Background: an optimization exercise with open tools, aiming at small area. Do not read the settings as production practice.
No activity file was given, so power comes from the tool's default toggle rates.

==> flow/design.v (excerpt) <==
module rgb_to_ycbcr_444(
  input wire in_reset,
  input wire in_clock,
  input wire [7:0] in_r,
  input wire [7:0] in_g,
  input wire [7:0] in_b,
  output reg [7:0] out_y,
  output reg [7:0] out_cb,
  output reg [7:0] out_cr
  );
==> flow/config.mk <==
export PLATFORM = sky130hd
export DESIGN_NAME = rgb_to_ycbcr_444
export DESIGN_NICKNAME = rgb_to_ycbcr_444
export VERILOG_FILES = /design/flow/design.v
export SDC_FILE = /design/flow/constraint.sdc
export NUM_CORES = 4
export LEC_CHECK = 0
export CAP_MARGIN = 20
export CORE_MARGIN = 2
export CORE_UTILIZATION = 60
export CTS_BUF_LIST = sky130_fd_sc_hd__clkbuf_4 sky130_fd_sc_hd__clkbuf_8
export GPL_TIMING_DRIVEN = 0
export SLEW_MARGIN = 20
export SYNTH_HIERARCHICAL = 1
export SYNTH_MINIMUM_KEEP_SIZE = 0
==> flow/constraint.sdc <==
create_clock -name core_clock -period 6.0 [get_ports {in_clock}]
set_input_delay 1.2000 -clock core_clock [delete_from_list [all_inputs] [get_ports {in_clock}]]
set_output_delay 1.2000 -clock core_clock [all_outputs]
set_load 0.01 [all_outputs]
standard.sh (not shown) runs the stock make flow with config.mk's settings and CLKGATE_MAP_FILE= SYNTH_SCRIPT=/design/flow/synth_recipe.tcl, a recipe that flattens the netlist after the stock synthesis.
==> flow/flow/run.sh <==
#!/bin/bash
export BUFFER_PORTS_ARGS="-buffer_cell sky130_fd_sc_hd__buf_1"
export CTS_ARGS="-sink_clustering_enable -repair_clock_nets -dont_use_dummy_load -buf_list {sky130_fd_sc_hd__clkbuf_4 sky130_fd_sc_hd__clkbuf_8}"
bash standard.sh > standard.log 2>&1
Change:
--- a/flow/design.v
+++ b/flow/design.v
@@ -115,18 +115,18 @@
   wire n101 = 1'b0 | (1'b0 & n99);
   wire n102 = 1'b0 & n100;
   wire n103 = n84;
   wire n104;
   xor_cell u_n104 (.a(n80), .b(n103), .y(n104));
   wire n105 = n93;
   wire n106;
-  xnor_cell u_n106 (.a(n89), .b(n105), .y(n106));
+  xor_cell u_n106 (.a(n89), .b(n105), .y(n106));
   wire n107 = n97;
   wire n108;
-  xnor_cell u_n108 (.a(n92), .b(n107), .y(n108));
+  xor_cell u_n108 (.a(n92), .b(n107), .y(n108));
   wire n109 = n99;
   wire n110;
   xor_cell u_n110 (.a(in_b[0]), .b(in_g[0]), .y(n110));
   wire n111 = ~in_b[0] & in_g[0];
   wire n112, n113;
   fa_cell u_n112 (.a(~in_b[1]), .b(in_g[1]), .c(n111), .s(n112), .co(n113));
   wire n114 = in_b[2] & ~in_g[2];
@@ -383,30 +383,30 @@
   wire n330 = n318 | (n319 & n314);
   wire n331 = n319 & n315;
   wire n332 = n310;
   wire n333;
   xor_cell u_n333 (.a(n269), .b(n332), .y(n333));
   wire n334 = n312;
   wire n335;
-  xnor_cell u_n335 (.a(n236), .b(n334), .y(n335));
+  xor_cell u_n335 (.a(n236), .b(n334), .y(n335));
   wire n336 = n314;
   wire n337;
-  xnor_cell u_n337 (.a(n272), .b(n336), .y(n337));
+  xor_cell u_n337 (.a(n272), .b(n336), .y(n337));
   wire n338 = n320;
   wire n339;
   xor_cell u_n339 (.a(n275), .b(n338), .y(n339));
   wire n340 = n322;
   wire n341;
-  xnor_cell u_n341 (.a(n278), .b(n340), .y(n341));
+  xor_cell u_n341 (.a(n278), .b(n340), .y(n341));
   wire n342 = n324;
   wire n343;
   xor_cell u_n343 (.a(n281), .b(n342), .y(n343));
   wire n344 = n326;
   wire n345;
-  xnor_cell u_n345 (.a(n258), .b(n344), .y(n345));
+  xor_cell u_n345 (.a(n258), .b(n344), .y(n345));
   wire n346 = n328;
   wire n347;
   xor_cell u_n347 (.a(n260), .b(n346), .y(n347));
   wire n348;
   xor_cell u_n348 (.a(n159), .b(n110), .y(n348));
   wire n349 = n159 | n110;
   wire n350;
@@ -546,39 +546,39 @@
   wire n474 = n458 & n454;
   wire n475 = n459 | (n460 & n453);
   wire n476 = n460 & n454;
   wire n477 = n461 | (n462 & n453);
   wire n478 = n462 & n454;
   wire n479 = n453;
   wire n480;
-  xnor_cell u_n480 (.a(n405), .b(n479), .y(n480));
+  xor_cell u_n480 (.a(n405), .b(n479), .y(n480));
   wire n481 = n463;
   wire n482;
-  xnor_cell u_n482 (.a(n370), .b(n481), .y(n482));
+  xor_cell u_n482 (.a(n370), .b(n481), .y(n482));
   wire n483 = n465;
   wire n484;
-  xnor_cell u_n484 (.a(n408), .b(n483), .y(n484));
+  xor_cell u_n484 (.a(n408), .b(n483), .y(n484));
   wire n485 = n467;
   wire n486;
-  xnor_cell u_n486 (.a(n382), .b(n485), .y(n486));
+  xor_cell u_n486 (.a(n382), .b(n485), .y(n486));
   wire n487 = n469;
   wire n488;
   xor_cell u_n488 (.a(n411), .b(n487), .y(n488));
   wire n489 = n471;
   wire n490;
   xor_cell u_n490 (.a(n414), .b(n489), .y(n490));
   wire n491 = n473;
   wire n492;
   xor_cell u_n492 (.a(n392), .b(n491), .y(n492));
   wire n493 = n475;
   wire n494;
-  xnor_cell u_n494 (.a(n394), .b(n493), .y(n494));
-  wire [7:0] y_d = {n109, ~n108, ~n106, ~n104, n86, n70, n62, n54};
-  wire [7:0] cb_d = {~(n347), ~(n345), ~(n343), ~(n341), ~(n339), ~(n337), ~(n335), ~(n333)};
-  wire [7:0] cr_d = {~n494, ~n492, ~n490, ~n488, ~n486, ~n484, ~n482, ~n480};
+  xor_cell u_n494 (.a(n394), .b(n493), .y(n494));
+  wire [7:0] y_d = {n109, n108, n106, ~n104, n86, n70, n62, n54};
+  wire [7:0] cb_d = {~(n347), ~(~n345), ~(n343), ~(~n341), ~(n339), ~(~n337), ~(~n335), ~(n333)};
+  wire [7:0] cr_d = {n494, ~n492, ~n490, ~n488, n486, n484, n482, n480};
   always @(posedge in_clock) begin
     if (in_reset) begin
       out_y <= 8'd0;
       out_cb <= 8'd0;
       out_cr <= 8'd0;
     end else begin
       out_y <= y_d;
@@ -591,13 +591,10 @@
   assign s = a ^ b ^ c;
   assign co = (a & b) | (a & c) | (b & c);
 endmodule
 module ha_cell(input wire a, input wire b, output wire s, output wire co);
   assign s = a ^ b;
   assign co = a & b;
 endmodule
-module xnor_cell(input wire a, input wire b, output wire y);
-  assign y = ~(a ^ b);
-endmodule
 module xor_cell(input wire a, input wire b, output wire y);
   assign y = a ^ b;
 endmodule
Final cell count went up by 1.5%; routed wire length went up by 4.8%; power went up by 7.0%; worst setup slack got worse by 0.12 ns; area after synthesis went up by 0.78%; combinational power went up by about 9%; via count went up by 2.4%; sequential power is about the same; cell area went up by 3.1%; core utilization went up by 1.9 points; non-clock buffer count went up by 7; hold slack got worse by 0.023 ns; synthesized cell count does not change; sequential share of layout area went down by 0.35 points.
No functional check of the RTL was part of any run of this note.

## what the ideal ports hide
The results above use ideal ports. As a check the final layouts listed here were re-extracted and re-timed, cells and wires unchanged.
Step 1 assumes that a clkbuf_16 drives the clock port and a buf_2 every other input.
Step 2, shift: input delay + t, output delay - t, t = (earliest + latest rising clock arrival at the registers) / 2. This alone moves slack from input paths to output paths.
Three values: ideal, step 1, step 2; two values: the first two.
run | shift t [ns] | slack for setup (ns) | worst register clock-pin slew, ns | worst slew at a driven data input, ns
the first run | 0.308 | 0.188 / 0.201 / -0.108 | 0.10 / 0.10 | 0.03
the second run | 0.289 | 0.064 / 0.066 / -0.223 | 0.08 / 0.08 | 0.03
With both steps, setup timing fails in the first run and the second run, where it was met with ideal ports. The setup slack of the first run, which loses most, moves by +0.013 ns with the drivers and by -0.296 ns with both steps.
